Context: an optimization exercise on an open-source flow, tuned for small area. The choices shown serve that exercise and are no tape-out recipe. Function was checked by simulation only, so behaviour that the tests miss may differ from the original. No activity file was given, so power comes from the tool's default toggle rates.

==> flow/design.v <==
module popcount #(
	parameter W_IN = 8,
	parameter W_OUT = $clog2(W_IN + 1)
) (
	input  wire [W_IN-1:0]  din,
	output wire [W_OUT-1:0] dout
);
reg [W_OUT-1:0] accum;
integer i;
always @ (*) begin
	accum = {W_OUT{1'b0}};
	for (i = 0; i < W_IN; i = i + 1)
		accum = accum + din[i];
end
assign dout = accum;
endmodule
module tmds_minimise (
	input  wire [7:0] d,
	output wire [8:0] q_m
);
wire s1 = d[1] ^ d[2] ^ d[3];
wire c1 = d[1] & d[2] | d[1] & d[3] | d[2] & d[3];
wire s2 = d[4] ^ d[5] ^ d[6];
wire c2 = d[4] & d[5] | d[4] & d[6] | d[5] & d[6];
wire c3 = s1 & s2 | s1 & d[7] | s2 & d[7];
wire x = c1 & c2 | c1 & c3 | c2 & c3;
wire [7:0] pre;
assign pre[0] = d[0];
genvar i;
generate for (i = 1; i < 8; i = i + 1) begin: chain
	assign pre[i] = pre[i - 1] ^ d[i];
end endgenerate
assign q_m = {!x, pre ^ {4{x, 1'b0}}};
endmodule
module tmds_balance (
	input  wire [8:0] q_m,
	input  wire [3:0] imb,
	output wire [9:0] q,
	output wire [3:0] imb_next
);
wire [3:0] n_q;
popcount #(.W_IN(8)) pc_q (.din(q_m[7:0]), .dout(n_q));
wire b3 = n_q[3], b2 = n_q[2];
wire x = !q_m[8];
wire imb_zero = imb == 4'd0;
wire n_four = n_q == 4'd4;
wire n_low = !b3 && !b2;
wire inv = imb_zero || n_four ? x : (imb[3] == n_low);
assign q = {inv, q_m[8], q_m[7:0] ^ {8{inv}}};
wire [3:0] k = inv ? 4'd5 : 4'd11;
assign imb_next = imb + (n_q ^ {4{inv}}) + k + {3'b000, q_m[8]};
endmodule
module dvi_timing (
	input  wire clk,
	input  wire started,
	input  wire en,
	output wire vsync,
	output wire hsync,
	output wire den
);
reg [3:0] h_lo;
reg [5:0] h_hi;
reg [9:0] v_pos;
wire h_lo_end  = &h_lo;
wire h_last    = h_hi[5] && h_hi[4] && h_hi[0];    
wire h_act_end = h_hi[5] && h_hi[4] && !h_hi[0];   
wire v_advance = h_act_end && h_lo_end;
wire v_last    = &v_pos[9:5] && v_pos[3] && v_pos[0];  
always @ (posedge clk) begin
	if (!en) begin
		h_lo <= 4'd15;
		h_hi <= 6'd49;
		v_pos <= 10'd1001;
	end else if (!started) begin
		h_lo <= 4'd0;
		h_hi <= 6'd0;
		v_pos <= 10'd1001;
	end else begin
		h_lo <= h_lo + 1'b1;
		if (h_lo_end)
			h_hi <= h_last ? 6'd0 : h_hi + 1'b1;
		if (v_advance)
			v_pos <= v_last ? 10'd477 : v_pos + 1'b1;
	end
end
wire h_sync   = !(h_hi[5] || h_hi[4] || h_hi[3]) && !(h_hi[2] && h_hi[1]);  
wire h_active = (h_hi[5] || h_hi[4] || h_hi[3] && (h_hi[2] || h_hi[1] || h_hi[0])) && !h_last;  
wire v_sync   = !v_pos[9] && !v_pos[5] && !(&v_pos[4:0]);  
wire v_active = v_pos[9] && !(&v_pos[8:5]);                
assign hsync = !(started && h_sync);
assign vsync = !(started && v_sync);
assign den = started && h_active && v_active;
endmodule
module dvi_tx_parallel (
	input  wire       clk,
	input  wire       rst_n,
	input  wire       en,
	input  wire [7:0] r,
	input  wire [7:0] g,
	input  wire [7:0] b,
	output wire       rgb_rdy,
	output wire [9:0] tmds2,
	output wire [9:0] tmds1,
	output wire [9:0] tmds0
);
wire hsync, vsync, den;
reg started;
dvi_timing inst_dvi_timing (
	.clk     (clk),
	.started (started),
	.en      (en),
	.vsync (vsync),
	.hsync (hsync),
	.den   (den)
);
assign rgb_rdy = den;
reg den1, den2, den3;
reg [1:0] c1, c2;
always @ (posedge clk or negedge rst_n) begin
	if (!rst_n) begin
		started <= 1'b0;
		{den3, den2, den1} <= 3'b000;
		{c2, c1} <= 4'd0;
	end else begin
		started <= 1'b1;
		{den3, den2, den1} <= {den2, den1, den};
		{c2, c1} <= {c1, vsync, hsync};
	end
end
reg [1:0] c3;
always @ (posedge clk)
	c3 <= c2;
reg  [23:0] p1, p2;
reg  [8:0]  m2, m1, m0;
wire [8:0]  m2_nxt, m1_nxt, m0_nxt;
tmds_minimise min2 (.d(p2[23:16]), .q_m(m2_nxt));
tmds_minimise min1 (.d(p2[15:8]),  .q_m(m1_nxt));
tmds_minimise min0 (.d(p2[7:0]),   .q_m(m0_nxt));
always @ (posedge clk) begin
	p1 <= {r, g, b};
	p2 <= p1;
	m2 <= m2_nxt;
	m1 <= m1_nxt;
	m0 <= m0_nxt;
end
reg  [3:0] imb2, imb1, imb0;
wire [3:0] imb2_nxt, imb1_nxt, imb0_nxt;
wire [9:0] e2, e1, e0;
tmds_balance bal2 (.q_m(m2), .imb(imb2), .q(e2), .imb_next(imb2_nxt));
tmds_balance bal1 (.q_m(m1), .imb(imb1), .q(e1), .imb_next(imb1_nxt));
tmds_balance bal0 (.q_m(m0), .imb(imb0), .q(e0), .imb_next(imb0_nxt));
always @ (posedge clk) begin
	imb2 <= den3 ? imb2_nxt : 4'd0;
	imb1 <= den3 ? imb1_nxt : 4'd0;
	imb0 <= den3 ? imb0_nxt : 4'd0;
end
wire [9:0] ctl0 = {c3[1] ~^ c3[0], !c3[0], {3{c3[0], !c3[0]}}, c3[0], c3[0]};
wire [9:0] ctl00 = 10'b1101010100;
assign tmds2 = den3 ? e2 : ctl00 & {10{started}};
assign tmds1 = den3 ? e1 : ctl00 & {10{started}};
assign tmds0 = den3 ? e0 : ctl0  & {10{started}};
endmodule
==> flow/config.mk <==
export PLATFORM = sky130hd
export DESIGN_NAME = dvi_tx_parallel
export DESIGN_NICKNAME = dvi_tx_parallel
export VERILOG_FILES = /design/flow/design.v
export SDC_FILE = /design/flow/constraint.sdc
export NUM_CORES = 4
export LEC_CHECK = 0
export CAP_MARGIN = 20
export CORE_MARGIN = 2
export CORE_UTILIZATION = 65
export SLEW_MARGIN = 20
==> flow/constraint.sdc <==
create_clock -name core_clock -period 6.0 [get_ports {clk}]
set_input_delay 1.2000 -clock core_clock [delete_from_list [all_inputs] [get_ports {clk}]]
set_output_delay 1.2000 -clock core_clock [all_outputs]
set_load 0.01 [all_outputs]
standard.sh (not shown) runs the stock make flow with config.mk's settings and CLKGATE_MAP_FILE= SYNTH_SCRIPT=/design/flow/synth_recipe.tcl, a recipe that flattens the netlist after the stock synthesis.
==> flow/flow/run.sh <==
#!/bin/bash
# Layout flow: the standard flow, with an area-oriented synthesis (ABC's
# area mapper, no separate full/half-adder mapping), unit-size port buffers and
# a clock tree of small buffers without dummy loads.
set -euo pipefail
W=$(pwd)

# A private copy of ORFS's scripts that differs only in the ABC script used
# when ABC_AREA is 1.
rm -rf "$W/scripts_area"
cp -r "$FLOW_HOME/scripts" "$W/scripts_area"
cp "$W/flow/abc_area.script" "$W/scripts_area/abc_area.script"

bash standard.sh SCRIPTS_DIR="$W/scripts_area" ABC_AREA=1 ADDER_MAP_FILE= synth > "$W/synth.log" 2>&1

bash standard.sh \
	BUFFER_PORTS_ARGS="-buffer_cell sky130_fd_sc_hd__buf_1" \
	CTS_ARGS="-sink_clustering_enable -repair_clock_nets -buf_list sky130_fd_sc_hd__clkbuf_4 -dont_use_dummy_load" \
	finish > "$W/layout.log" 2>&1
==> flow/flow/abc_area.script <==
strash
dch -f
amap
topo
stime -c
Then changed:
==> flow/flow/abc_area.script (replaced) <==
strash
&get -n
&deepsyn -T 60
&put
dch -f
amap
topo
stime -c
--- a/flow/config.mk
+++ b/flow/config.mk
@@ -9,3 +9,3 @@
 export CORE_MARGIN = 2
-export CORE_UTILIZATION = 65
+export CORE_UTILIZATION = 75
 export SLEW_MARGIN = 20
What happened:
- The changed run passed the timing, design-rule and antenna checks
- hold slack is about the same
- global-route usage is higher by 4.8 points
- wire length is higher by 4.1%
- combinational power is higher by 23%
- via count is higher by 0.60%
- worst setup slack improves by 170 ps
- power is higher by 8.2%
- final area is lower by 3.3%
Then changed:
==> flow/flow/abc_area.script (replaced) <==
strash
dch -f
amap
topo
stime -c
--- a/flow/config.mk
+++ b/flow/config.mk
@@ -9,3 +9,3 @@
 export CORE_MARGIN = 2
-export CORE_UTILIZATION = 75
+export CORE_UTILIZATION = 40
 export SLEW_MARGIN = 20
The new run finished clean.
Via count shrinks by 2.4%.
Worst setup slack is about the same.
Total power shrinks by about 6.5%.
Design area grows by 5.2%.
Then changed:
==> flow/flow/abc_area.script (replaced) <==
strash
&get -n
&deepsyn -T 60
&put
dch -f
amap
topo
stime -c
--- a/flow/config.mk
+++ b/flow/config.mk
@@ -9,3 +9,3 @@
 export CORE_MARGIN = 2
-export CORE_UTILIZATION = 40
+export CORE_UTILIZATION = 85
 export SLEW_MARGIN = 20
=> Now the flow failed in global placement, error GPL-0301; synthesized area drops by 1.7%; synthesized cell count drops by 2.8%.

## re-timing with driven ports
No port has a modelled driver above. Below, the same layouts with a new extraction and two added sets of constraints.
Step 1 (the two cells are an assumption about what drives the block):
set clk [get_ports {clk}]
set_driving_cell -lib_cell sky130_fd_sc_hd__clkbuf_16 $clk
set_driving_cell -lib_cell sky130_fd_sc_hd__buf_2 [delete_from_list [all_inputs] $clk]
Step 2 moves the port delays by t, midway between the first and last clock arrival at a register: inputs arrive t later, outputs are due t later. That takes back most of the time a late clock gives input paths.
a / b / c = no drivers / after step 1 / after step 2; a / b = the first two.
run	t (ns)	setup WS [ns]	worst register clock-pin slew, ns
the first run	0.491	0.447 / 0.421 / 0.912	0.12 / 0.12
the second run	0.514	0.619 / 0.590 / 1.103	0.10 / 0.10
the third run	0.487	0.620 / 0.590 / 1.078	0.10 / 0.10
After both steps every run listed still meets setup and hold.
